This design comes from an exercise in tuning for small area and a short achievable clock period on the open sky130 flow, not from production work. Where RTL was checked, it was by simulation tests only, not by an equivalence proof against the original. Power figures rest on the tool's default switching activity, not on a simulated workload.

==> inputs of run R <==
==> flow/design.v (excerpt) <==
module SymbolsCounter
#(
    parameter S_WIDTH = 8
)(
    input clock,
    input reset,
    input start,
    input mode,
    input end_flag,
    input [S_WIDTH-1:0] symbol_in,
    output reg [7:0] count_array,
    output reg [S_WIDTH-1:0] symbol_out,
    output ready_out
);
Settings: LEC_CHECK=0, CAP_MARGIN=35, CORE_MARGIN=2, CORE_UTILIZATION=40, PLACE_DENSITY=0.55, SETUP_SLACK_MARGIN=5, SLEW_MARGIN=35; clock period 10.0 ns.
run.sh (not shown) runs the stock make flow with config.mk's settings and CLKGATE_MAP_FILE= SYNTH_SCRIPT=/design/flow/synth_recipe.tcl, a recipe that flattens the netlist after the stock synthesis.
==> inputs of run D, as changes to run R <==
--- a/flow/design.v
+++ b/flow/design.v
@@ -3,24 +3,25 @@
 #(
     parameter S_WIDTH = 8
 )(
     input clock,
     input reset,                     
     input we,                        
     input tv,                        
     input [S_WIDTH-1:0] wsym,        
+    input [S_WIDTH-1:0] csym,        
     output reg [S_WIDTH-1:0] sym,    
     output reg [7:0] cnt             
 );
-wire hit = tv && (sym == wsym);
+wire hit = tv && (sym == csym);
 wire [7:0] cnt_nxt = {~cnt[6:0], cnt[7] ^ (~cnt[0] & ~cnt[4]) ^ (cnt[6:0] == 7'h2a)};
 always @(posedge clock)
 begin
-    if (reset | we) sym <= reset ? {S_WIDTH{1'b0}} : wsym;
+    if (reset | we) sym <= wsym;
     if (reset | hit) cnt <= reset ? 8'd0 : cnt_nxt;
 end
 endmodule
 `timescale 1ns / 1ps
 module SymbolsCounter
 #(
     parameter S_WIDTH = 8
 )(
@@ -36,33 +37,86 @@
 );
 localparam S1 = 2'd0, S2 = 2'd1, S3 = 2'd2, S4 = 2'd3;
 reg [1:0] state;
 reg ready;
 reg reset_d;
 reg [7:0] alphabet_counter;
 reg [7:0] result_counter;
 reg [7:0] output_counter;
-reg cmd;
-reg cmd_end;
-reg cmd_mode;
+wire [7:0] oc_inc = output_counter + 8'd1;
+reg pw;                    
+reg pt;                    
+reg pr;                    
 reg [S_WIDTH-1:0] cmd_sym;
-wire pw = cmd && !cmd_end && !cmd_mode;    
-wire pt = cmd && !cmd_end && cmd_mode;     
-wire pr = cmd && cmd_end;                  
+reg [S_WIDTH-1:0] cmd_sym_s3;
+reg [S_WIDTH-1:0] wsym;      
 wire [S_WIDTH-1:0] sym_mem [0:255];
 wire [7:0] cnt_mem [0:255];
-reg [S_WIDTH-1:0] rd_a_sym [0:3];
-reg [7:0] rd_a_cnt [0:3];
-reg [S_WIDTH-1:0] rd_b_sym;
-reg [7:0] rd_b_cnt;
+reg [15:0] oc_1h10;
+reg [3:0] oc_1h2, oc_1h3;
+reg [S_WIDTH-1:0] rd_sym;
+reg [7:0] rd_cnt;
+reg [S_WIDTH-1:0] blk_sym [0:15];
+reg [7:0] blk_cnt [0:15];
+reg [S_WIDTH-1:0] q_sym [0:3];
+reg [7:0] q_cnt [0:3];
+reg [S_WIDTH-1:0] rd_q_sym [0:3];
+reg [7:0] rd_q_cnt [0:3];
+reg [S_WIDTH-1:0] mux_sym;
+reg [7:0] mux_cnt;
+integer m, n;
+always @*
+begin
+    for (m = 0; m < 16; m = m + 1)
+    begin
+        blk_sym[m] = {S_WIDTH{1'b0}};
+        blk_cnt[m] = 8'd0;
+        for (n = 0; n < 16; n = n + 1)
+        begin
+            blk_sym[m] = blk_sym[m] | ({S_WIDTH{oc_1h10[n]}} & sym_mem[16 * m + n]);
+            blk_cnt[m] = blk_cnt[m] | ({8{oc_1h10[n]}} & cnt_mem[16 * m + n]);
+        end
+    end
+    for (m = 0; m < 4; m = m + 1)
+    begin
+        q_sym[m] = {S_WIDTH{1'b0}};
+        q_cnt[m] = 8'd0;
+        for (n = 0; n < 4; n = n + 1)
+        begin
+            q_sym[m] = q_sym[m] | ({S_WIDTH{oc_1h2[n]}} & blk_sym[4 * m + n]);
+            q_cnt[m] = q_cnt[m] | ({8{oc_1h2[n]}} & blk_cnt[4 * m + n]);
+        end
+    end
+    mux_sym = {S_WIDTH{1'b0}};
+    mux_cnt = 8'd0;
+    for (m = 0; m < 4; m = m + 1)
+    begin
+        mux_sym = mux_sym | ({S_WIDTH{oc_1h3[m]}} & rd_q_sym[m]);
+        mux_cnt = mux_cnt | ({8{oc_1h3[m]}} & rd_q_cnt[m]);
+    end
+end
+always @(posedge clock)
+begin
+    for (m = 0; m < 4; m = m + 1)
+    begin
+        rd_q_sym[m] <= q_sym[m];
+        rd_q_cnt[m] <= q_cnt[m];
+    end
+    rd_sym <= mux_sym;
+    rd_cnt <= mux_cnt;
+    cmd_sym <= symbol_in;
+    if (state == S3) cmd_sym_s3 <= symbol_in;
+    wsym <= reset ? {S_WIDTH{1'b0}} : symbol_in;
+    reset_d <= reset;
+end
 reg [7:0] cnt_dec;
 always @*
 begin
-    case (rd_a_cnt[output_counter[1:0]])
+    case (rd_cnt)
         8'h00: cnt_dec = 8'd0;
         8'hff: cnt_dec = 8'd1;
         8'h01: cnt_dec = 8'd2;
         8'hfc: cnt_dec = 8'd3;
         8'h07: cnt_dec = 8'd4;
         8'hf0: cnt_dec = 8'd5;
         8'h1f: cnt_dec = 8'd6;
         8'hc0: cnt_dec = 8'd7;
@@ -312,57 +366,67 @@
         8'h17: cnt_dec = 8'd251;
         8'hd0: cnt_dec = 8'd252;
         8'h5f: cnt_dec = 8'd253;
         8'h40: cnt_dec = 8'd254;
         8'h7f: cnt_dec = 8'd255;
         default: cnt_dec = 8'd0;
     endcase
 end
-integer k;
 always @(posedge clock)
 begin
-    for (k = 0; k < 4; k = k + 1)
+    if (reset == 1'b1)
     begin
-        rd_a_sym[k] <= reset_d ? {S_WIDTH{1'b0}} : sym_mem[{output_counter[7:2], k[1:0]}];
-        rd_a_cnt[k] <= reset_d ? 8'd0 : cnt_mem[{output_counter[7:2], k[1:0]}];
+        oc_1h10 <= 16'd0;
+        oc_1h2 <= 4'b0000;
+        oc_1h3 <= 4'b0000;
+    end
+    else if (reset_d == 1'b1 || (pr && result_counter == 8'd0))
+    begin
+        oc_1h10 <= 16'd1;
+        oc_1h2 <= 4'b0001;
+        oc_1h3 <= 4'b0001;
+    end
+    else if (pr)
+    begin
+        oc_1h10 <= 16'd1 << oc_inc[3:0];
+        oc_1h2 <= 4'b0001 << oc_inc[5:4];
+        oc_1h3 <= 4'b0001 << oc_inc[7:6];
     end
-    rd_b_sym <= reset_d ? {S_WIDTH{1'b0}} : rd_a_sym[output_counter[1:0]];
-    rd_b_cnt <= reset_d ? 8'd0 : cnt_dec;
-    cmd_end <= end_flag;
-    cmd_mode <= mode;
-    cmd_sym <= symbol_in;
-    reset_d <= reset;
 end
 always @(posedge clock)
 begin
     if (reset == 1'b1)
     begin
         state <= S1;
         ready <= 1'b0;
-        cmd <= 1'b0;
+        pw <= 1'b0;
+        pt <= 1'b0;
+        pr <= 1'b0;
         count_array <= 8'd0;
         symbol_out <= {S_WIDTH{1'b0}};
     end
     else
     begin
-        cmd <= (state == S3);
+        pw <= (state == S3) && !end_flag && !mode;
+        pt <= (state == S3) && !end_flag && mode;
+        pr <= (state == S3) && end_flag;
         case (state)
         S1: if (start == 1'b1) state <= S2;
         S2:
             begin
                 ready <= 1'b0;
                 state <= S3;
             end
         S3:
             begin
                 if (end_flag == 1'b1 && result_counter != 8'd0)
                 begin
-                    count_array <= rd_b_cnt;
-                    symbol_out <= rd_b_sym;
+                    count_array <= cnt_dec;
+                    symbol_out <= rd_sym;
                 end
                 ready <= 1'b1;
                 state <= S4;
             end
         S4: if (start == 1'b0) state <= S1;
         endcase
     end
 end
@@ -379,44 +443,51 @@
         alphabet_counter <= alphabet_counter + 8'd1;
         result_counter <= alphabet_counter + 8'd1;
     end
     else if (pr)
     begin
         if (result_counter != 8'd0)
         begin
             result_counter <= result_counter - 8'd1;
-            output_counter <= output_counter + 8'd1;
+            output_counter <= oc_inc;
         end
         else
         begin
             result_counter <= output_counter;
             output_counter <= 8'd0;
         end
     end
 end
 assign ready_out = ready;
-wire [15:0] tv_gt_hi, tv_eq_hi, gt_lo, we_hi, we_lo;
+reg [15:0] rc_gt_hi, rc_eq_hi, rc_gt_lo;
+wire [15:0] tv_gt_hi, tv_eq_hi, we_hi, we_lo;
 genvar h;
 generate for (h = 0; h < 16; h = h + 1)
     begin: nib
-    assign tv_gt_hi[h] = pt && (result_counter[7:4] > h);
-    assign tv_eq_hi[h] = pt && (result_counter[7:4] == h);
-    assign gt_lo[h] = (result_counter[3:0] > h);
+    always @(posedge clock)
+    begin
+        rc_gt_hi[h] <= (result_counter[7:4] > h);
+        rc_eq_hi[h] <= (result_counter[7:4] == h);
+        rc_gt_lo[h] <= (result_counter[3:0] > h);
+    end
+    assign tv_gt_hi[h] = pt && rc_gt_hi[h];
+    assign tv_eq_hi[h] = pt && rc_eq_hi[h];
     assign we_hi[h] = pw && (alphabet_counter[7:4] == h);
     assign we_lo[h] = (alphabet_counter[3:0] == h);
     end
 endgenerate
 genvar j;
 generate for (j = 0; j < 256; j = j + 1)
     begin: entry
     SingleCount #(.S_WIDTH(S_WIDTH)) e (
         .clock(clock),
         .reset(reset_d),
         .we(we_hi[j / 16] && we_lo[j % 16]),
-        .tv(tv_gt_hi[j / 16] || (tv_eq_hi[j / 16] && gt_lo[j % 16])),
-        .wsym(cmd_sym),
+        .tv(tv_gt_hi[j / 16] || (tv_eq_hi[j / 16] && rc_gt_lo[j % 16])),
+        .wsym(wsym),
+        .csym(j < 128 ? cmd_sym : cmd_sym_s3),
         .sym(sym_mem[j]),
         .cnt(cnt_mem[j])
     );
     end
 endgenerate
 endmodule
==> flow/flow/run.sh (new file) <==
#!/bin/bash
# Own flow: the standard layout (standard.sh, standard synthesis unchanged),
# with a setup-repair target of 6.5 ns slack at the design's 10 ns clock and
# clock-tree synthesis with fixed sink clusters and no dummy loads.
# The make output goes to standard_make.log; each tool's log is under orfs/logs.
set -euo pipefail
bash standard.sh SETUP_SLACK_MARGIN=6.5 \
  "CTS_ARGS=-sink_clustering_enable -repair_clock_nets -sink_clustering_size 20 -sink_clustering_max_diameter 80 -dont_use_dummy_load" \
  finish > standard_make.log 2>&1
==> flow/standard.sh (new file) <==
#!/bin/bash
# synth_recipe.tcl (not shown) runs the flow's synth.tcl, then flattens the netlist and writes it again
# the make line also repeats each setting of config.mk as NAME=value (left out here)
make -C /OpenROAD-flow-scripts/flow DESIGN_CONFIG=/design/flow/config.mk WORK_HOME=/design/flow/orfs CLKGATE_MAP_FILE= SYNTH_SCRIPT=/design/flow/synth_recipe.tcl "${@:-finish}"
==> flow/config.mk (replaced) <==
export PLATFORM = sky130hd
export DESIGN_NAME = SymbolsCounter
export DESIGN_NICKNAME = SymbolsCounter
export VERILOG_FILES = /design/flow/design.v
export SDC_FILE = /design/flow/constraint.sdc
export NUM_CORES = 4
export LEC_CHECK = 0
export CAP_MARGIN = 35
export CORE_MARGIN = 2
export CORE_UTILIZATION = 55
export PLACE_DENSITY = 0.65
export SETUP_SLACK_MARGIN = 5
export SLEW_MARGIN = 35
removed: flow/run.sh
==> summary.txt <==
In run R the synthesized area is smaller than in run D, by 0.89%.
Between run D and run R, the lower cell area is in run D (gap 4.7%, measured against run R).
Of run R and run D, run D has the higher clock skew (gap 0.029 ns).
Of run D and run R, run D has the higher maximum frequency (gap 31%, measured against run R).
In run D the combinational power is larger than in run R, by 31%.
In run D the wire length is smaller than in run R, by 31%.
Only the layout flow was run in run R; the RTL was not checked for function there.

-- separate check: timing with driven ports --
Ports are ideal in the flow. The routed layouts listed here were re-timed in OpenROAD. Step 1: set_driving_cell puts a clkbuf_16 on clock and a buf_2 on each other input, an assumption about the parent block. Step 2 also shifts input and output timing later by t, the mid clock arrival at the registers, as if the neighbouring blocks saw the same clock. a / b / c = ideal ports / drivers / drivers and shift; a / b = the first two.
| run | t, ns | setup WS [ns] | hold WS [ns] |
|---|---|---|---|
| run R | 1.180 | 4.978 / 4.978 / 4.978 | 0.440 / 0.440 / 0.440 |
| run D | 1.092 | 6.163 / 6.163 / 5.651 | 0.435 / 0.435 / 0.435 |
After both steps every run listed still meets setup and hold. For run D, which loses most, drivers alone change the setup slack by 0.000 ns; drivers and shift together by -0.512 ns.
